Source: an optimization exercise on an open RTL-to-GDS flow (aim: small area). Production flows keep margins and buffers that such runs may drop. Where RTL was checked, it was by simulation tests only, not by an equivalence proof against the original. No activity file was given, so power comes from the tool's default toggle rates.

==> inputs of run M <==
## plane_game_logic
module plane_game_logic(
    input clk, rst,
    input button_left, button_shoot, button_right, button_up, button_down,
    input ps2_clk,ps2_data,
    input vs_neg,
    output [7:0] SSEG_CA, SSEG_AN,
    output [7:0] led,
    output reg play,
    output [3:0] hited,
    output [10:0] my_plane_x, my_plane_y,
    output [10:0] my_bullet_x, my_bullet_y,
    output have_bullet_now,
    output [10:0] enemy_x, enemy_y,
    output [10:0] enemy_bullet_x, enemy_bullet_y,
    output have_enemy_bullet_now);
wire up, down, left, right, shoot;
wire [3:0] hit;
wire hinc;
reg hdinc;
wire hdinc_next;
wire A_left_key_press, A_right_key_press, A_up_key_press, A_down_key_press;
wire A_fire;
wire game_rst = rst | shoot;
always @(posedge clk) begin
    if(game_rst) play <= 1'b0;
    else if(up) play <= 1'b1;
    hdinc <= hdinc_next;
end
wire [9:0] mpx, mpy, mbx, mby;
wire [2:0] hd;
wire [8:0] ex = enemy_x[9:1];
wire [8:0] ebx = enemy_bullet_x[9:1];
enemy_position M3(
    .vs_neg (vs_neg),
    .clk    (clk),
    .rst    (game_rst),
    .enemy_x(enemy_x),
    .enemy_y(enemy_y));
enemy_bullet_position M5(
    .vs_neg (vs_neg),
    .clk    (clk),
    .rst    (game_rst),
    .por    (rst),
    .ex     (ex),
    .play   (play),
    .my_plane_x (mpx),
    .my_plane_y (mpy),
    .hited  (hd),
    .hdinc_next (hdinc_next),
    .enemy_bullet_x (enemy_bullet_x),
    .enemy_bullet_y (enemy_bullet_y),
    .have_enemy_bullet_now (have_enemy_bullet_now));
button_control M8(
    .clk    (clk),
    .rst    (rst),
    .button_down  (button_down),
    .button_left  (button_left),
    .button_right (button_right),
    .button_up    (button_up),
    .button_shoot (button_shoot),
    .down   (down),
    .left   (left),
    .up     (up),
    .right  (right),
    .shoot  (shoot),
    .led    (led));
my_plane_control M9(
    .clk    (clk),
    .rst    (game_rst),
    .por    (rst),
    .up     (A_up_key_press),
    .down   (A_down_key_press),
    .right  (A_right_key_press),
    .left   (A_left_key_press),
    .vs_neg (vs_neg),
    .my_plane_x (mpx),
    .my_plane_y (mpy));
my_bullet_control M10(
    .clk    (clk),
    .rst    (game_rst),
    .shoot  (A_fire),
    .vs_neg (vs_neg),
    .my_plane_x (mpx),
    .my_plane_y (mpy),
    .ex     (ex),
    .ebx    (ebx),
    .my_bullet_x (mbx),
    .my_bullet_y (mby),
    .hit    (hit),
  ...
==> flow/config.mk <==
export PLATFORM = sky130hd
export DESIGN_NAME = plane_game_logic
export DESIGN_NICKNAME = plane_game_logic
export VERILOG_FILES = /design/flow/design.v
export SDC_FILE = /design/flow/constraint.sdc
export NUM_CORES = 4
export LEC_CHECK = 0
export CAP_MARGIN = 20
export CORE_MARGIN = 2
export CORE_UTILIZATION = 40
export PLACE_DENSITY = 0.6
export SLEW_MARGIN = 20
==> flow/constraint.sdc <==
create_clock -name core_clock -period 10.0 [get_ports {clk}]
set_input_delay 2.0000 -clock core_clock [delete_from_list [all_inputs] [get_ports {clk}]]
set_output_delay 2.0000 -clock core_clock [all_outputs]
set_load 0.01 [all_outputs]
standard.sh (not shown) runs the stock make flow with config.mk's settings and CLKGATE_MAP_FILE= SYNTH_SCRIPT=/design/flow/synth_recipe.tcl, a recipe that flattens the netlist after the stock synthesis.
==> flow/flow/run.sh <==
#!/bin/bash
# Own layout flow: the standard ORFS flow (standard.sh, unchanged
# synthesis), with smaller port buffers and a clock tree built from small
# clock buffers without dummy loads.
set -euo pipefail
export BUFFER_PORTS_ARGS="-buffer_cell sky130_fd_sc_hd__buf_1"
export CTS_ARGS="-sink_clustering_enable -repair_clock_nets -dont_use_dummy_load -buf_list sky130_fd_sc_hd__clkbuf_16 -root_buf sky130_fd_sc_hd__clkbuf_16 -sink_clustering_size 36 -sink_clustering_max_diameter 70"
bash standard.sh > flow_make.log 2>&1
==> run B (differences from run M) <==
--- a/flow/design.v
+++ b/flow/design.v
@@ -121,12 +121,12 @@
 assign spo[6] = (~a[0] & ~a[1] & a[2] & a[3]) | (a[0] & a[1] & a[2] & ~a[3]) | (~a[1] & ~a[2] & ~a[3]);
 endmodule
 module ssegment(
     input clk, por,
     input [2:0] hited,
-    input [3:0] hit,
-    input hinc, hdinc,
+    input [3:0] score,
+    input hdinc,
     output [7:0] SSEG_AN, SSEG_CA);
     reg [16:0] M;
     reg a, sel, blank;
     reg [3:0] d;
     wire [7:0] w;
@@ -138,11 +138,11 @@
         M <= {~M[15:0], ~(M[16] ^ M[13])};
         if(M == 17'd0) a <= ~a;
     end
     blank <= por;
     sel <= a;
-    d <= a ? (hit - {3'd0, hinc}) : (4'd3 - {1'b0, hited} + {3'd0, hdinc});
+    d <= a ? score : (4'd3 - {1'b0, hited} + {3'd0, hdinc});
 end
 ROM_ssegment R0(d, w);
 assign SSEG_CA = blank ? 8'hff : w;
 assign SSEG_AN = {5'b11111, blank | sel, 1'b1, blank | ~sel};
 endmodule
@@ -207,22 +207,11 @@
 wire [9:0] dy = sub10({1'b0, my_plane_y[9:1]}, {1'b0, by});
 wire inx = dx[9] ? (dx[8:0] >= (my_plane_x[0] ? 9'd475 : 9'd476)) : (dx[8:0] <= 9'd36);
 wire iny = dy[9] ? (dy[8:0] >= 9'd472) : ((dy[8:0] < 9'd40) | ((dy[8:0] == 9'd40) & ~my_plane_y[0]));
 wire hitc = inx && iny && have_enemy_bullet_now && play;
 assign hdinc_next = ~rst & hitc;
-reg [8:0] by3;
-reg [9:0] cy;
-integer j;
-always @(*) begin
-    by3[0] = ~by[0];
-    by3[1] = ~(by[1] ^ by[0]);
-    cy[2] = by[1] | by[0];
-    for(j = 2; j < 9; j = j + 1) begin
-        by3[j] = by[j] ^ cy[j];
-        cy[j+1] = by[j] & cy[j];
-    end
-end
+wire [8:0] by3 = by + 9'd3;
 wire respawn = by[8] & (by[7] | (by[6] & by[5] & by[4] & by[3]));  
 wire [2:0] hited1 = {hited[2] ^ (hited[1] & hited[0]), hited[1] ^ hited[0], ~hited[0]};
 always @(posedge clk) begin
     if(por) begin
         bx <= 9'd32;
@@ -274,23 +263,14 @@
 wire eu, ed, er, el;
 move_counter CU(clk, por, rst | ~up, eu);
 move_counter CD(clk, por, rst | ~down, ed);
 move_counter CR(clk, por, rst | ~right, er);
 move_counter CL(clk, por, rst | ~left, el);
-function automatic gt10(input [9:0] a, input [9:0] b);  
-    integer i; reg c;
-    begin
-        c = 1'b0;
-        for(i = 0; i < 10; i = i + 1)
-            c = (a[i] & ~b[i]) | (c & ~(a[i] ^ b[i]));
-        gt10 = c;
-    end
-endfunction
-wire yinc = ed & gt10(10'd703, ny);
-wire ydec = eu & gt10(ny, 10'd193);
-wire xdec = el & gt10(nx, 10'd65);
-wire xinc = er & gt10(10'd959, nx);
+wire yinc = ed & (ny < 10'd703);
+wire ydec = eu & (ny > 10'd193);
+wire xdec = el & (nx > 10'd65);
+wire xinc = er & (nx < 10'd959);
 function automatic [9:0] step10(input [9:0] n, input inc, input dec);
     integer i; reg c;
     begin
         c = inc;
         for(i = 0; i < 10; i = i + 1) begin
@@ -322,11 +302,11 @@
     input shoot,
     input vs_neg,
     input [9:0] my_plane_x, my_plane_y,
     input [8:0] ex, ebx,
     output reg [9:0] my_bullet_x, my_bullet_y,
-    output reg [3:0] hit,
+    output reg [3:0] score,
     output reg hinc,
     output reg have_bullet_now);
 function automatic [10:0] add11(input [10:0] a, input [10:0] b);
     integer i; reg c;
     begin
@@ -335,19 +315,10 @@
             add11[i] = a[i] ^ b[i] ^ c;
             c = (a[i] & b[i]) | (c & (a[i] ^ b[i]));
         end
     end
 endfunction
-function automatic ge11(input [10:0] a, input [10:0] b);  
-    integer i; reg c;
-    begin
-        c = 1'b1;
-        for(i = 0; i < 11; i = i + 1)
-            c = (a[i] & ~b[i]) | (c & ~(a[i] ^ b[i]));
-        ge11 = c;
-    end
-endfunction
 function automatic [9:0] sub10(input [9:0] a, input [9:0] b);
     integer i; reg c; reg [9:0] nb;
     begin
         nb = ~b;
         c = 1'b1;
@@ -357,34 +328,35 @@
         end
     end
 endfunction
 reg hn;
 reg [9:0] bnx, bny;
-wire [10:0] sy = add11({1'b0, my_plane_y}, 11'h7a0);    
-wire [9:0] start_y = sy[9:0];
-wire [10:0] dy = add11({1'b0, bny}, 11'h7fa);           
-wire on_screen = ~ge11(11'd35, {1'b0, bny});             
+wire [9:0] start_y = my_plane_y - 10'd96;
+wire [9:0] dy = bny - 10'd6;
+wire on_screen = (bny > 10'd35);
 wire [9:0] de = sub10({1'b0, ex}, {1'b0, bnx[9:1]});
 wire [9:0] db = sub10({1'b0, ebx}, {1'b0, bnx[9:1]});
 wire ine = de[9] ? ((de[8:0] > 9'd472) | ((de[8:0] == 9'd472) & ~bnx[0])) : (de[8:0] <= 9'd40);
 wire inb = db[9] ? (db[8:0] >= 9'd500) : (db[8:0] <= (bnx[0] ? 9'd13 : 9'd12));
-wire hit_enemy = ge11(11'd160, {1'b0, bny}) && ine && hn;
+wire hit_enemy = (bny <= 10'd160) && ine && hn;
 wire hit_bullet = inb && hn;
 wire fire = shoot && !hn;
-wire [3:0] hit1 = {hit[3] ^ (hit[2] & hit[1] & hit[0]), hit[2] ^ (hit[1] & hit[0]), hit[1] ^ hit[0], ~hit[0]};
+wire [3:0] hit = {score[3] ^ (hinc & score[2] & score[1] & score[0]), score[2] ^ (hinc & score[1] & score[0]),
+                  score[1] ^ (hinc & score[0]), score[0] ^ hinc};
 always @(posedge clk) begin
     if(rst) begin
         bnx <= my_plane_x;
         bny <= start_y;
         hn <= 1'b0;
-        hit <= 4'd0;
+        score <= 4'd0;
         hinc <= 1'b0;
         have_bullet_now <= 1'b0;
         my_bullet_x <= my_plane_x;
         my_bullet_y <= start_y;
     end else begin
         hinc <= 1'b0;
+        score <= hit;
         if(fire) begin
             bnx <= my_plane_x;
             bny <= start_y;
             hn <= 1'b1;
         end else if(vs_neg) begin
@@ -395,11 +367,10 @@
                 bnx <= my_plane_x;
                 bny <= start_y;
             end
             if(hit_enemy) begin
                 hn <= 1'b0;
-                hit <= hit1;
                 hinc <= 1'b1;
             end
             if(hit_bullet)
                 hn <= 1'b0;
         end
@@ -425,11 +396,11 @@
     output have_bullet_now,
     output [10:0] enemy_x, enemy_y,
     output [10:0] enemy_bullet_x, enemy_bullet_y,
     output have_enemy_bullet_now);
 wire up, down, left, right, shoot;
-wire [3:0] hit;
+wire [3:0] score;
 wire hinc;
 reg hdinc;
 wire hdinc_next;
 wire A_left_key_press, A_right_key_press, A_up_key_press, A_down_key_press;
 wire A_fire;
@@ -497,19 +468,18 @@
     .my_plane_y (mpy),
     .ex     (ex),
     .ebx    (ebx),
     .my_bullet_x (mbx),
     .my_bullet_y (mby),
-    .hit    (hit),
+    .score  (score),
     .hinc   (hinc),
     .have_bullet_now (have_bullet_now));
 ssegment M11(
     .clk    (clk),
     .por    (rst),
     .hited  (hd),
-    .hit    (hit),
-    .hinc   (hinc),
+    .score  (score),
     .hdinc  (hdinc),
     .SSEG_CA (SSEG_CA),
     .SSEG_AN (SSEG_AN));
 KeyBoard_TOP M12(
     .clk    (clk),
==> flow/flow/run.sh (replaced) <==
#!/bin/bash
# Own layout flow: the standard ORFS flow (standard.sh, unchanged
# synthesis), with smaller port buffers and a clock tree built from small
# clock buffers (clkbuf_4 leaves, clusters of at most 11 sinks) without
# dummy loads.
set -euo pipefail
export BUFFER_PORTS_ARGS="-buffer_cell sky130_fd_sc_hd__buf_1"
# The constant outputs share one tie cell per value instead of one each.
export SKIP_REPAIR_TIE_FANOUT=1
export CTS_ARGS="-sink_clustering_enable -repair_clock_nets -dont_use_dummy_load -buf_list sky130_fd_sc_hd__clkbuf_4 -root_buf sky130_fd_sc_hd__clkbuf_8 -sink_clustering_size 11 -sink_clustering_max_diameter 35"
bash standard.sh > flow_make.log 2>&1
--- a/flow/config.mk
+++ b/flow/config.mk
@@ -5,8 +5,8 @@
 export SDC_FILE = /design/flow/constraint.sdc
 export NUM_CORES = 4
 export LEC_CHECK = 0
 export CAP_MARGIN = 20
 export CORE_MARGIN = 2
-export CORE_UTILIZATION = 40
-export PLACE_DENSITY = 0.6
+export CORE_UTILIZATION = 65
+export PLACE_DENSITY = 0.75
 export SLEW_MARGIN = 20
==> flow_metrics.env <==
export IMPL_p_clk_frac=0.335
export IMPL_syn_inst=1413
export IMPL_synth_area_um2=14600
export IMPL_die_w_um=195
export IMPL_viasPerCell=4.88
export IMPL_clk_pin_slew_ns=0.09
export IMPL_layout_nonclk_buf_frac=0.0257
export IMPL_outcome="no timing/DRC/antenna violations"
the above is filed under run M

==> flow_metrics.env <==
export IMPL_synth_area_um2=14400
export IMPL_met1Wirelength_mm=12.1
export IMPL_hp_start="M9.CD.M[5]$_SDFF_PP0_"
export IMPL_p_clk_frac=0.286
export IMPL_syn_inst=1387
export IMPL_outcome="no timing/DRC/antenna violations"
export IMPL_viasPerCell=5.46
the above is filed under run B

The RTL of run M was laid out without a check of its function.

---

==> 05-06 <==
plane_game_logic, a different RTL version from the one above (not shown whole).
==> module ROM_ssegment, before the edit <==
module ROM_ssegment(
    input [3:0] a,
    output [7:0] spo);
wire [15:0] seg0 = 16'b0010100000010010;
wire [15:0] seg1 = 16'b1101100001100000;
wire [15:0] seg2 = 16'b1101000000000100;
wire [15:0] seg3 = 16'b1000010010010010;
wire [15:0] seg4 = 16'b0000001010111010;
wire [15:0] seg5 = 16'b0010000010001110;
wire [15:0] seg6 = 16'b0001000010000011;
assign spo = {1'b1, seg6[a], seg5[a], seg4[a], seg3[a], seg2[a], seg1[a], seg0[a]};
endmodule
==> flow/config.mk <==
export PLATFORM = sky130hd
export DESIGN_NAME = plane_game_logic
export DESIGN_NICKNAME = plane_game_logic
export VERILOG_FILES = /design/flow/design.v
export SDC_FILE = /design/flow/constraint.sdc
export NUM_CORES = 4
export LEC_CHECK = 0
export CAP_MARGIN = 20
export CORE_MARGIN = 2
export CORE_UTILIZATION = 40
export PLACE_DENSITY = 0.6
export SLEW_MARGIN = 20
==> flow/constraint.sdc <==
create_clock -name core_clock -period 10.0 [get_ports {clk}]
set_input_delay 2.0000 -clock core_clock [delete_from_list [all_inputs] [get_ports {clk}]]
set_output_delay 2.0000 -clock core_clock [all_outputs]
set_load 0.01 [all_outputs]
==> flow/flow/run.sh <==
#!/bin/bash
# Own layout flow: the standard ORFS flow (standard.sh, unchanged
# synthesis), with smaller port buffers and a clock tree built from small
# clock buffers without dummy loads.
set -euo pipefail
export BUFFER_PORTS_ARGS="-buffer_cell sky130_fd_sc_hd__buf_1"
export CTS_ARGS="-sink_clustering_enable -repair_clock_nets -dont_use_dummy_load -buf_list sky130_fd_sc_hd__clkbuf_8 -root_buf sky130_fd_sc_hd__clkbuf_8 -sink_clustering_size 18 -sink_clustering_max_diameter 50"
bash standard.sh > flow_make.log 2>&1
==> 10-16 (differences from 05-06) <==
--- a/flow/design.v
+++ b/flow/design.v
@@ -107,28 +107,28 @@
         l <= l ^ {up, down, left, right, shoot};
 end
 assign led = {3'b111, l};
 endmodule
 module ROM_ssegment(
     input [3:0] a,
     output [7:0] spo);
-wire [15:0] seg0 = 16'b0010100000010010;
-wire [15:0] seg1 = 16'b1101100001100000;
-wire [15:0] seg2 = 16'b1101000000000100;
-wire [15:0] seg3 = 16'b1000010010010010;
-wire [15:0] seg4 = 16'b0000001010111010;
-wire [15:0] seg5 = 16'b0010000010001110;
-wire [15:0] seg6 = 16'b0001000010000011;
-assign spo = {1'b1, seg6[a], seg5[a], seg4[a], seg3[a], seg2[a], seg1[a], seg0[a]};
+assign spo[7] = 1'b1;
+assign spo[0] = ~((~a[0] & ~a[2]) | (~a[0] & a[3]) | (a[0] & a[2] & ~a[3]) | (~a[1] & ~a[2] & a[3]) | (a[1] & a[2]) | (a[1] & ~a[3]));
+assign spo[1] = (~a[0] & a[1] & a[2]) | (~a[0] & a[2] & a[3]) | (a[0] & ~a[1] & a[2] & ~a[3]) | (a[0] & a[1] & a[3]);
+assign spo[2] = (~a[0] & a[1] & ~a[2] & ~a[3]) | (~a[0] & a[2] & a[3]) | (a[1] & a[2] & a[3]);
+assign spo[3] = ~((~a[0] & a[1] & a[2]) | (~a[0] & ~a[2] & ~a[3]) | (a[0] & ~a[1] & a[2]) | (a[0] & a[1] & ~a[2]) | (~a[1] & a[3]));
+assign spo[4] = (a[0] & ~a[1] & ~a[2]) | (a[0] & ~a[3]) | (~a[1] & a[2] & ~a[3]);
+assign spo[5] = ~((~a[0] & ~a[1]) | (~a[0] & a[2]) | (~a[1] & a[2] & ~a[3]) | (a[1] & a[3]) | (~a[2] & a[3]));
+assign spo[6] = (~a[0] & ~a[1] & a[2] & a[3]) | (a[0] & a[1] & a[2] & ~a[3]) | (~a[1] & ~a[2] & ~a[3]);
 endmodule
 module ssegment(
     input clk, por,
     input [2:0] hited,
-    input [3:0] hit,
-    input hinc, hdinc,
+    input [3:0] score,
+    input hdinc,
     output [7:0] SSEG_AN, SSEG_CA);
     reg [16:0] M;
     reg a, sel, blank;
     reg [3:0] d;
     wire [7:0] w;
 always @(posedge clk) begin
     if(por) begin
@@ -136,15 +136,15 @@
         a <= 1'b0;
     end else begin
         M <= {~M[15:0], ~(M[16] ^ M[13])};
         if(M == 17'd0) a <= ~a;
     end
     blank <= por;
     sel <= a;
-    d <= a ? (hit - {3'd0, hinc}) : (4'd3 - {1'b0, hited} + {3'd0, hdinc});
+    d <= a ? score : (4'd3 - {1'b0, hited} + {3'd0, hdinc});
 end
 ROM_ssegment R0(d, w);
 assign SSEG_CA = blank ? 8'hff : w;
 assign SSEG_AN = {5'b11111, blank | sel, 1'b1, blank | ~sel};
 endmodule
 module enemy_position(
     input clk, rst, vs_neg,
@@ -205,26 +205,15 @@
 wire [10:0] eby = {1'b0, by, 1'b0};
 wire [9:0] dx = sub10({1'b0, my_plane_x[9:1]}, {1'b0, bx});
 wire [9:0] dy = sub10({1'b0, my_plane_y[9:1]}, {1'b0, by});
 wire inx = dx[9] ? (dx[8:0] >= (my_plane_x[0] ? 9'd475 : 9'd476)) : (dx[8:0] <= 9'd36);
 wire iny = dy[9] ? (dy[8:0] >= 9'd472) : ((dy[8:0] < 9'd40) | ((dy[8:0] == 9'd40) & ~my_plane_y[0]));
 wire hitc = inx && iny && have_enemy_bullet_now && play;
 assign hdinc_next = ~rst & hitc;
-reg [8:0] by3;
-reg [9:0] cy;
-integer j;
-always @(*) begin
-    by3[0] = ~by[0];
-    by3[1] = ~(by[1] ^ by[0]);
-    cy[2] = by[1] | by[0];
-    for(j = 2; j < 9; j = j + 1) begin
-        by3[j] = by[j] ^ cy[j];
-        cy[j+1] = by[j] & cy[j];
-    end
-end
+wire [8:0] by3 = by + 9'd3;
 wire respawn = by[8] & (by[7] | (by[6] & by[5] & by[4] & by[3]));  
 wire [2:0] hited1 = {hited[2] ^ (hited[1] & hited[0]), hited[1] ^ hited[0], ~hited[0]};
 always @(posedge clk) begin
     if(por) begin
         bx <= 9'd32;
         by <= 9'd72;
         have_enemy_bullet_now <= 1'b1;
@@ -272,27 +261,18 @@
     output reg [9:0] my_plane_x, my_plane_y);
 reg [9:0] nx, ny;
 wire eu, ed, er, el;
 move_counter CU(clk, por, rst | ~up, eu);
 move_counter CD(clk, por, rst | ~down, ed);
 move_counter CR(clk, por, rst | ~right, er);
 move_counter CL(clk, por, rst | ~left, el);
-function automatic gt10(input [9:0] a, input [9:0] b);  
-    integer i; reg c;
-    begin
-        c = 1'b0;
-        for(i = 0; i < 10; i = i + 1)
-            c = (a[i] & ~b[i]) | (c & ~(a[i] ^ b[i]));
-        gt10 = c;
-    end
-endfunction
-wire yinc = ed & gt10(10'd703, ny);
-wire ydec = eu & gt10(ny, 10'd193);
-wire xdec = el & gt10(nx, 10'd65);
-wire xinc = er & gt10(10'd959, nx);
+wire yinc = ed & (ny < 10'd703);
+wire ydec = eu & (ny > 10'd193);
+wire xdec = el & (nx > 10'd65);
+wire xinc = er & (nx < 10'd959);
 function automatic [9:0] step10(input [9:0] n, input inc, input dec);
     integer i; reg c;
     begin
         c = inc;
         for(i = 0; i < 10; i = i + 1) begin
             step10[i] = n[i] ^ dec ^ c;
             c = (n[i] & dec) | (c & (n[i] ^ dec));
@@ -320,88 +300,79 @@
 module my_bullet_control(
     input clk, rst,
     input shoot,
     input vs_neg,
     input [9:0] my_plane_x, my_plane_y,
     input [8:0] ex, ebx,
     output reg [9:0] my_bullet_x, my_bullet_y,
-    output reg [3:0] hit,
+    output reg [3:0] score,
     output reg hinc,
     output reg have_bullet_now);
 function automatic [10:0] add11(input [10:0] a, input [10:0] b);
     integer i; reg c;
     begin
         c = 1'b0;
         for(i = 0; i < 11; i = i + 1) begin
             add11[i] = a[i] ^ b[i] ^ c;
             c = (a[i] & b[i]) | (c & (a[i] ^ b[i]));
         end
     end
 endfunction
-function automatic ge11(input [10:0] a, input [10:0] b);  
-    integer i; reg c;
-    begin
-        c = 1'b1;
-        for(i = 0; i < 11; i = i + 1)
-            c = (a[i] & ~b[i]) | (c & ~(a[i] ^ b[i]));
-        ge11 = c;
-    end
-endfunction
 function automatic [9:0] sub10(input [9:0] a, input [9:0] b);
     integer i; reg c; reg [9:0] nb;
     begin
         nb = ~b;
         c = 1'b1;
         for(i = 0; i < 10; i = i + 1) begin
             sub10[i] = a[i] ^ nb[i] ^ c;
             c = (a[i] & nb[i]) | (c & (a[i] ^ nb[i]));
         end
     end
 endfunction
 reg hn;
 reg [9:0] bnx, bny;
-wire [10:0] sy = add11({1'b0, my_plane_y}, 11'h7a0);    
-wire [9:0] start_y = sy[9:0];
-wire [10:0] dy = add11({1'b0, bny}, 11'h7fa);           
-wire on_screen = ~ge11(11'd35, {1'b0, bny});             
+wire [9:0] start_y = my_plane_y - 10'd96;
+wire [9:0] dy = bny - 10'd6;
+wire on_screen = (bny > 10'd35);
 wire [9:0] de = sub10({1'b0, ex}, {1'b0, bnx[9:1]});
 wire [9:0] db = sub10({1'b0, ebx}, {1'b0, bnx[9:1]});
 wire ine = de[9] ? ((de[8:0] > 9'd472) | ((de[8:0] == 9'd472) & ~bnx[0])) : (de[8:0] <= 9'd40);
 wire inb = db[9] ? (db[8:0] >= 9'd500) : (db[8:0] <= (bnx[0] ? 9'd13 : 9'd12));
-wire hit_enemy = ge11(11'd160, {1'b0, bny}) && ine && hn;
+wire hit_enemy = (bny <= 10'd160) && ine && hn;
 wire hit_bullet = inb && hn;
 wire fire = shoot && !hn;
-wire [3:0] hit1 = {hit[3] ^ (hit[2] & hit[1] & hit[0]), hit[2] ^ (hit[1] & hit[0]), hit[1] ^ hit[0], ~hit[0]};
+wire [3:0] hit = {score[3] ^ (hinc & score[2] & score[1] & score[0]), score[2] ^ (hinc & score[1] & score[0]),
+                  score[1] ^ (hinc & score[0]), score[0] ^ hinc};
 always @(posedge clk) begin
     if(rst) begin
         bnx <= my_plane_x;
         bny <= start_y;
         hn <= 1'b0;
-        hit <= 4'd0;
+        score <= 4'd0;
         hinc <= 1'b0;
         have_bullet_now <= 1'b0;
         my_bullet_x <= my_plane_x;
         my_bullet_y <= start_y;
     end else begin
         hinc <= 1'b0;
+        score <= hit;
         if(fire) begin
             bnx <= my_plane_x;
             bny <= start_y;
             hn <= 1'b1;
         end else if(vs_neg) begin
             if(on_screen)
                 bny <= dy[9:0];
             else begin
                 hn <= 1'b0;
                 bnx <= my_plane_x;
                 bny <= start_y;
             end
             if(hit_enemy) begin
                 hn <= 1'b0;
-                hit <= hit1;
                 hinc <= 1'b1;
             end
             if(hit_bullet)
                 hn <= 1'b0;
         end
         if(vs_neg) begin
             have_bullet_now <= hn;
@@ -423,15 +394,15 @@
     output [10:0] my_plane_x, my_plane_y,
     output [10:0] my_bullet_x, my_bullet_y,
     output have_bullet_now,
     output [10:0] enemy_x, enemy_y,
     output [10:0] enemy_bullet_x, enemy_bullet_y,
     output have_enemy_bullet_now);
 wire up, down, left, right, shoot;
-wire [3:0] hit;
+wire [3:0] score;
 wire hinc;
 reg hdinc;
 wire hdinc_next;
 wire A_left_key_press, A_right_key_press, A_up_key_press, A_down_key_press;
 wire A_fire;
 wire game_rst = rst | shoot;
 always @(posedge clk) begin
@@ -495,23 +466,22 @@
     .vs_neg (vs_neg),
     .my_plane_x (mpx),
     .my_plane_y (mpy),
     .ex     (ex),
     .ebx    (ebx),
     .my_bullet_x (mbx),
     .my_bullet_y (mby),
-    .hit    (hit),
+    .score  (score),
     .hinc   (hinc),
     .have_bullet_now (have_bullet_now));
 ssegment M11(
     .clk    (clk),
     .por    (rst),
     .hited  (hd),
-    .hit    (hit),
-    .hinc   (hinc),
+    .score  (score),
     .hdinc  (hdinc),
     .SSEG_CA (SSEG_CA),
     .SSEG_AN (SSEG_AN));
 KeyBoard_TOP M12(
     .clk    (clk),
     .rst    (game_rst),
     .por    (rst),
==> flow/flow/run.sh (replaced) <==
#!/bin/bash
# Own layout flow: the standard ORFS flow (standard.sh, unchanged
# synthesis), with smaller port buffers and a clock tree built from small
# clock buffers without dummy loads.
set -euo pipefail
export BUFFER_PORTS_ARGS="-buffer_cell sky130_fd_sc_hd__buf_1"
export CTS_ARGS="-sink_clustering_enable -repair_clock_nets -dont_use_dummy_load -buf_list sky130_fd_sc_hd__clkbuf_4 -root_buf sky130_fd_sc_hd__clkbuf_8 -sink_clustering_size 12 -sink_clustering_max_diameter 40"
bash standard.sh > flow_make.log 2>&1
Settings changed: CORE_UTILIZATION 40 to 65, PLACE_DENSITY 0.6 to 0.75.
==> 07-20 (differences from 05-06) <==
--- a/flow/design.v
+++ b/flow/design.v
@@ -107,28 +107,28 @@
         l <= l ^ {up, down, left, right, shoot};
 end
 assign led = {3'b111, l};
 endmodule
 module ROM_ssegment(
     input [3:0] a,
     output [7:0] spo);
-wire [15:0] seg0 = 16'b0010100000010010;
-wire [15:0] seg1 = 16'b1101100001100000;
-wire [15:0] seg2 = 16'b1101000000000100;
-wire [15:0] seg3 = 16'b1000010010010010;
-wire [15:0] seg4 = 16'b0000001010111010;
-wire [15:0] seg5 = 16'b0010000010001110;
-wire [15:0] seg6 = 16'b0001000010000011;
-assign spo = {1'b1, seg6[a], seg5[a], seg4[a], seg3[a], seg2[a], seg1[a], seg0[a]};
+assign spo[7] = 1'b1;
+assign spo[0] = ~((~a[0] & ~a[2]) | (~a[0] & a[3]) | (a[0] & a[2] & ~a[3]) | (~a[1] & ~a[2] & a[3]) | (a[1] & a[2]) | (a[1] & ~a[3]));
+assign spo[1] = (~a[0] & a[1] & a[2]) | (~a[0] & a[2] & a[3]) | (a[0] & ~a[1] & a[2] & ~a[3]) | (a[0] & a[1] & a[3]);
+assign spo[2] = (~a[0] & a[1] & ~a[2] & ~a[3]) | (~a[0] & a[2] & a[3]) | (a[1] & a[2] & a[3]);
+assign spo[3] = ~((~a[0] & a[1] & a[2]) | (~a[0] & ~a[2] & ~a[3]) | (a[0] & ~a[1] & a[2]) | (a[0] & a[1] & ~a[2]) | (~a[1] & a[3]));
+assign spo[4] = (a[0] & ~a[1] & ~a[2]) | (a[0] & ~a[3]) | (~a[1] & a[2] & ~a[3]);
+assign spo[5] = ~((~a[0] & ~a[1]) | (~a[0] & a[2]) | (~a[1] & a[2] & ~a[3]) | (a[1] & a[3]) | (~a[2] & a[3]));
+assign spo[6] = (~a[0] & ~a[1] & a[2] & a[3]) | (a[0] & a[1] & a[2] & ~a[3]) | (~a[1] & ~a[2] & ~a[3]);
 endmodule
 module ssegment(
     input clk, por,
     input [2:0] hited,
-    input [3:0] hit,
-    input hinc, hdinc,
+    input [3:0] score,
+    input hdinc,
     output [7:0] SSEG_AN, SSEG_CA);
     reg [16:0] M;
     reg a, sel, blank;
     reg [3:0] d;
     wire [7:0] w;
 always @(posedge clk) begin
     if(por) begin
@@ -136,15 +136,15 @@
         a <= 1'b0;
     end else begin
         M <= {~M[15:0], ~(M[16] ^ M[13])};
         if(M == 17'd0) a <= ~a;
     end
     blank <= por;
     sel <= a;
-    d <= a ? (hit - {3'd0, hinc}) : (4'd3 - {1'b0, hited} + {3'd0, hdinc});
+    d <= a ? score : (4'd3 - {1'b0, hited} + {3'd0, hdinc});
 end
 ROM_ssegment R0(d, w);
 assign SSEG_CA = blank ? 8'hff : w;
 assign SSEG_AN = {5'b11111, blank | sel, 1'b1, blank | ~sel};
 endmodule
 module enemy_position(
     input clk, rst, vs_neg,
@@ -205,26 +205,15 @@
 wire [10:0] eby = {1'b0, by, 1'b0};
 wire [9:0] dx = sub10({1'b0, my_plane_x[9:1]}, {1'b0, bx});
 wire [9:0] dy = sub10({1'b0, my_plane_y[9:1]}, {1'b0, by});
 wire inx = dx[9] ? (dx[8:0] >= (my_plane_x[0] ? 9'd475 : 9'd476)) : (dx[8:0] <= 9'd36);
 wire iny = dy[9] ? (dy[8:0] >= 9'd472) : ((dy[8:0] < 9'd40) | ((dy[8:0] == 9'd40) & ~my_plane_y[0]));
 wire hitc = inx && iny && have_enemy_bullet_now && play;
 assign hdinc_next = ~rst & hitc;
-reg [8:0] by3;
-reg [9:0] cy;
-integer j;
-always @(*) begin
-    by3[0] = ~by[0];
-    by3[1] = ~(by[1] ^ by[0]);
-    cy[2] = by[1] | by[0];
-    for(j = 2; j < 9; j = j + 1) begin
-        by3[j] = by[j] ^ cy[j];
-        cy[j+1] = by[j] & cy[j];
-    end
-end
+wire [8:0] by3 = by + 9'd3;
 wire respawn = by[8] & (by[7] | (by[6] & by[5] & by[4] & by[3]));  
 wire [2:0] hited1 = {hited[2] ^ (hited[1] & hited[0]), hited[1] ^ hited[0], ~hited[0]};
 always @(posedge clk) begin
     if(por) begin
         bx <= 9'd32;
         by <= 9'd72;
         have_enemy_bullet_now <= 1'b1;
@@ -272,27 +261,18 @@
     output reg [9:0] my_plane_x, my_plane_y);
 reg [9:0] nx, ny;
 wire eu, ed, er, el;
 move_counter CU(clk, por, rst | ~up, eu);
 move_counter CD(clk, por, rst | ~down, ed);
 move_counter CR(clk, por, rst | ~right, er);
 move_counter CL(clk, por, rst | ~left, el);
-function automatic gt10(input [9:0] a, input [9:0] b);  
-    integer i; reg c;
-    begin
-        c = 1'b0;
-        for(i = 0; i < 10; i = i + 1)
-            c = (a[i] & ~b[i]) | (c & ~(a[i] ^ b[i]));
-        gt10 = c;
-    end
-endfunction
-wire yinc = ed & gt10(10'd703, ny);
-wire ydec = eu & gt10(ny, 10'd193);
-wire xdec = el & gt10(nx, 10'd65);
-wire xinc = er & gt10(10'd959, nx);
+wire yinc = ed & (ny < 10'd703);
+wire ydec = eu & (ny > 10'd193);
+wire xdec = el & (nx > 10'd65);
+wire xinc = er & (nx < 10'd959);
 function automatic [9:0] step10(input [9:0] n, input inc, input dec);
     integer i; reg c;
     begin
         c = inc;
         for(i = 0; i < 10; i = i + 1) begin
             step10[i] = n[i] ^ dec ^ c;
             c = (n[i] & dec) | (c & (n[i] ^ dec));
@@ -320,88 +300,79 @@
 module my_bullet_control(
     input clk, rst,
     input shoot,
     input vs_neg,
     input [9:0] my_plane_x, my_plane_y,
     input [8:0] ex, ebx,
     output reg [9:0] my_bullet_x, my_bullet_y,
-    output reg [3:0] hit,
+    output reg [3:0] score,
     output reg hinc,
     output reg have_bullet_now);
 function automatic [10:0] add11(input [10:0] a, input [10:0] b);
     integer i; reg c;
     begin
         c = 1'b0;
         for(i = 0; i < 11; i = i + 1) begin
             add11[i] = a[i] ^ b[i] ^ c;
             c = (a[i] & b[i]) | (c & (a[i] ^ b[i]));
         end
     end
 endfunction
-function automatic ge11(input [10:0] a, input [10:0] b);  
-    integer i; reg c;
-    begin
-        c = 1'b1;
-        for(i = 0; i < 11; i = i + 1)
-            c = (a[i] & ~b[i]) | (c & ~(a[i] ^ b[i]));
-        ge11 = c;
-    end
-endfunction
 function automatic [9:0] sub10(input [9:0] a, input [9:0] b);
     integer i; reg c; reg [9:0] nb;
     begin
         nb = ~b;
         c = 1'b1;
         for(i = 0; i < 10; i = i + 1) begin
             sub10[i] = a[i] ^ nb[i] ^ c;
             c = (a[i] & nb[i]) | (c & (a[i] ^ nb[i]));
         end
     end
 endfunction
 reg hn;
 reg [9:0] bnx, bny;
-wire [10:0] sy = add11({1'b0, my_plane_y}, 11'h7a0);    
-wire [9:0] start_y = sy[9:0];
-wire [10:0] dy = add11({1'b0, bny}, 11'h7fa);           
-wire on_screen = ~ge11(11'd35, {1'b0, bny});             
+wire [9:0] start_y = my_plane_y - 10'd96;
+wire [9:0] dy = bny - 10'd6;
+wire on_screen = (bny > 10'd35);
 wire [9:0] de = sub10({1'b0, ex}, {1'b0, bnx[9:1]});
 wire [9:0] db = sub10({1'b0, ebx}, {1'b0, bnx[9:1]});
 wire ine = de[9] ? ((de[8:0] > 9'd472) | ((de[8:0] == 9'd472) & ~bnx[0])) : (de[8:0] <= 9'd40);
 wire inb = db[9] ? (db[8:0] >= 9'd500) : (db[8:0] <= (bnx[0] ? 9'd13 : 9'd12));
-wire hit_enemy = ge11(11'd160, {1'b0, bny}) && ine && hn;
+wire hit_enemy = (bny <= 10'd160) && ine && hn;
 wire hit_bullet = inb && hn;
 wire fire = shoot && !hn;
-wire [3:0] hit1 = {hit[3] ^ (hit[2] & hit[1] & hit[0]), hit[2] ^ (hit[1] & hit[0]), hit[1] ^ hit[0], ~hit[0]};
+wire [3:0] hit = {score[3] ^ (hinc & score[2] & score[1] & score[0]), score[2] ^ (hinc & score[1] & score[0]),
+                  score[1] ^ (hinc & score[0]), score[0] ^ hinc};
 always @(posedge clk) begin
     if(rst) begin
         bnx <= my_plane_x;
         bny <= start_y;
         hn <= 1'b0;
-        hit <= 4'd0;
+        score <= 4'd0;
         hinc <= 1'b0;
         have_bullet_now <= 1'b0;
         my_bullet_x <= my_plane_x;
         my_bullet_y <= start_y;
     end else begin
         hinc <= 1'b0;
+        score <= hit;
         if(fire) begin
             bnx <= my_plane_x;
             bny <= start_y;
             hn <= 1'b1;
         end else if(vs_neg) begin
             if(on_screen)
                 bny <= dy[9:0];
             else begin
                 hn <= 1'b0;
                 bnx <= my_plane_x;
                 bny <= start_y;
             end
             if(hit_enemy) begin
                 hn <= 1'b0;
-                hit <= hit1;
                 hinc <= 1'b1;
             end
             if(hit_bullet)
                 hn <= 1'b0;
         end
         if(vs_neg) begin
             have_bullet_now <= hn;
@@ -423,15 +394,15 @@
     output [10:0] my_plane_x, my_plane_y,
     output [10:0] my_bullet_x, my_bullet_y,
     output have_bullet_now,
     output [10:0] enemy_x, enemy_y,
     output [10:0] enemy_bullet_x, enemy_bullet_y,
     output have_enemy_bullet_now);
 wire up, down, left, right, shoot;
-wire [3:0] hit;
+wire [3:0] score;
 wire hinc;
 reg hdinc;
 wire hdinc_next;
 wire A_left_key_press, A_right_key_press, A_up_key_press, A_down_key_press;
 wire A_fire;
 wire game_rst = rst | shoot;
 always @(posedge clk) begin
@@ -495,23 +466,22 @@
     .vs_neg (vs_neg),
     .my_plane_x (mpx),
     .my_plane_y (mpy),
     .ex     (ex),
     .ebx    (ebx),
     .my_bullet_x (mbx),
     .my_bullet_y (mby),
-    .hit    (hit),
+    .score  (score),
     .hinc   (hinc),
     .have_bullet_now (have_bullet_now));
 ssegment M11(
     .clk    (clk),
     .por    (rst),
     .hited  (hd),
-    .hit    (hit),
-    .hinc   (hinc),
+    .score  (score),
     .hdinc  (hdinc),
     .SSEG_CA (SSEG_CA),
     .SSEG_AN (SSEG_AN));
 KeyBoard_TOP M12(
     .clk    (clk),
     .rst    (game_rst),
     .por    (rst),
==> flow/flow/run.sh (replaced) <==
#!/bin/bash
# Own layout flow: the standard ORFS flow (standard.sh, unchanged
# synthesis), with smaller port buffers and a clock tree built from small
# clock buffers without dummy loads.
set -euo pipefail
export BUFFER_PORTS_ARGS="-buffer_cell sky130_fd_sc_hd__buf_1"
export CTS_ARGS="-sink_clustering_enable -repair_clock_nets -dont_use_dummy_load -buf_list sky130_fd_sc_hd__clkbuf_4 -root_buf sky130_fd_sc_hd__clkbuf_8 -sink_clustering_size 12 -sink_clustering_max_diameter 40"
bash standard.sh > flow_make.log 2>&1
Settings changed: CAP_MARGIN 20 to 5, CORE_UTILIZATION 40 to 65, PLACE_DENSITY 0.6 to 0.75, SLEW_MARGIN 20 to 5.
==> 06-10 (differences from 05-06) <==
--- a/flow/design.v
+++ b/flow/design.v
@@ -106,23 +106,35 @@
     else
         l <= l ^ {up, down, left, right, shoot};
 end
 assign led = {3'b111, l};
 endmodule
 module ROM_ssegment(
     input [3:0] a,
-    output [7:0] spo);
-wire [15:0] seg0 = 16'b0010100000010010;
-wire [15:0] seg1 = 16'b1101100001100000;
-wire [15:0] seg2 = 16'b1101000000000100;
-wire [15:0] seg3 = 16'b1000010010010010;
-wire [15:0] seg4 = 16'b0000001010111010;
-wire [15:0] seg5 = 16'b0010000010001110;
-wire [15:0] seg6 = 16'b0001000010000011;
-assign spo = {1'b1, seg6[a], seg5[a], seg4[a], seg3[a], seg2[a], seg1[a], seg0[a]};
+    output reg [7:0] spo);
+always @(*) begin
+    case(a)
+        4'h0: spo = 8'b1100_0000;
+        4'h1: spo = 8'b1111_1001;
+        4'h2: spo = 8'b1010_0100;
+        4'h3: spo = 8'b1011_0000;
+        4'h4: spo = 8'b1001_1001;
+        4'h5: spo = 8'b1001_0010;
+        4'h6: spo = 8'b1000_0010;
+        4'h7: spo = 8'b1111_1000;
+        4'h8: spo = 8'b1000_0000;
+        4'h9: spo = 8'b1001_0000;
+        4'ha: spo = 8'b1000_1000;
+        4'hb: spo = 8'b1000_0011;
+        4'hc: spo = 8'b1100_0110;
+        4'hd: spo = 8'b1010_0001;
+        4'he: spo = 8'b1000_0110;
+        default: spo = 8'b1000_1110;
+    endcase
+end
 endmodule
 module ssegment(
     input clk, por,
     input [2:0] hited,
     input [3:0] hit,
     input hinc, hdinc,
     output [7:0] SSEG_AN, SSEG_CA);
==> flow/flow/run.sh (replaced) <==
#!/bin/bash
# Own layout flow: the standard ORFS flow (standard.sh, unchanged
# synthesis), with smaller port buffers and a clock tree built from small
# clock buffers without dummy loads.
set -euo pipefail
export BUFFER_PORTS_ARGS="-buffer_cell sky130_fd_sc_hd__buf_1"
export CTS_ARGS="-sink_clustering_enable -repair_clock_nets -dont_use_dummy_load -buf_list sky130_fd_sc_hd__clkbuf_4 -root_buf sky130_fd_sc_hd__clkbuf_8 -sink_clustering_size 10 -sink_clustering_max_diameter 40"
bash standard.sh > flow_make.log 2>&1
==> results.yml <==
floorplanning:
  die_y_um: 153
cells_and_area:
  nets: 1575
route:
  wl_mm: 25.8
status:
  status: "finished clean"
power:
  p_per_area_nw_per_um2: 157
  switching_share_pct: 22.8
timing:
  skew_ns: 0.0796
  period_share_pct: 58.3
  period_minus_slack_ns: 5.83
setup_path:
  startpoint: "M9.ny[5]"
  r2r-start: "M9.ny[5]"
  path_max_fanout: 10
synthesis:
  synth_cells: 1387
the above is filed under 07-20

==> results.yml <==
power:
  p_per_area_nw_per_um2: 158
  switching_share_pct: 23.4
floorplanning:
  die_y_um: 196
synthesis:
  synth_cells: 1405
  syn_avg_cell_area_um2: 10.5
status:
  status: "finished clean"
timing:
  skew_ns: 0.0652
  period_minus_slack_ns: 5.51
route:
  wl_mm: 28.5
  drc: 0
setup_path:
  r2r-start: "M9.my_plane_x[1]"
  startpoint: "M9.my_plane_x[1]"
  path_buf_inv: 4
  path_max_fanout: 5
global_routing:
  grt_first_pass_wirelength_mm: 46.9
  grt.met1_usage_pct: 19.4
clock_network:
  post_cts_buffers: 0
the above is filed under 06-10

==> results.yml <==
timing:
  period_share_pct: 58.3
  skew_ns: 0.0796
  period_minus_slack_ns: 5.83
power:
  p_per_area_nw_per_um2: 157
  switching_share_pct: 22.8
setup_path:
  startpoint: "M9.ny[5]"
  worst_setup_path_end_kind: "register"
  worstPathArrival_ns: 6.21
  path_max_fanout: 10
  r2r-start: "M9.ny[5]"
status:
  status: "finished clean"
floorplanning:
  die_y_um: 153
synthesis:
  syn_avg_cell_area_um2: 10.4
cells_and_area:
  nets: 1575
the above is filed under 10-16

==> results.yml <==
status:
  status: "finished clean"
floorplanning:
  die_y_um: 195
route:
  wl_mm: 27.8
timing:
  period_minus_slack_ns: 5.72
  skew_ns: 0.0490
power:
  switching_share_pct: 22.9
synthesis:
  syn_avg_cell_area_um2: 10.4
worst_hold_path:
  whs_path_depth: 1
setup_path:
  cp_top_family: "adder cells"
  startpoint: "M9.ny[4]"
global_routing:
  grt_first_pass_wirelength_mm: 46.4
the above is filed under 05-06

For 06-10, only the layout was checked, not whether the RTL still works.

separate check: timing with driven ports:
No port has a modelled driver above. Below, the same layouts with a new extraction and two added sets of constraints. Step 1 assumes that a clkbuf_16 drives the clock port and a buf_2 every other input. Step 2 adds t to the input delays and takes it off the output delays; t is the mean of the earliest and latest rising clock arrival at the registers after step 1. Input paths then give back, and output paths get back, about the clock's delay inside the block. a / b / c = ideal ports / drivers / drivers and shift; a / b = the first two.
run | t (ns) | setup slack, ns | worst setup path after step 2
run M | 0.571 | 4.259 / 4.259 / 3.983 | input to register
run B | 0.572 | 4.291 / 4.291 / 3.885 | input to register
05-06 | 0.580 | 4.285 / 4.285 / 3.902 | input to register
10-16 | 0.553 | 4.168 / 4.168 / 3.944 | input to register
07-20 | 0.553 | 4.168 / 4.168 / 3.944 | input to register
06-10 | 0.631 | 4.488 / 4.488 / 3.903 | input to register
After both steps setup and hold are still met in every run listed. The setup slack of 06-10, which loses most, moves by 0.000 ns with the drivers and by -0.585 ns with both steps.
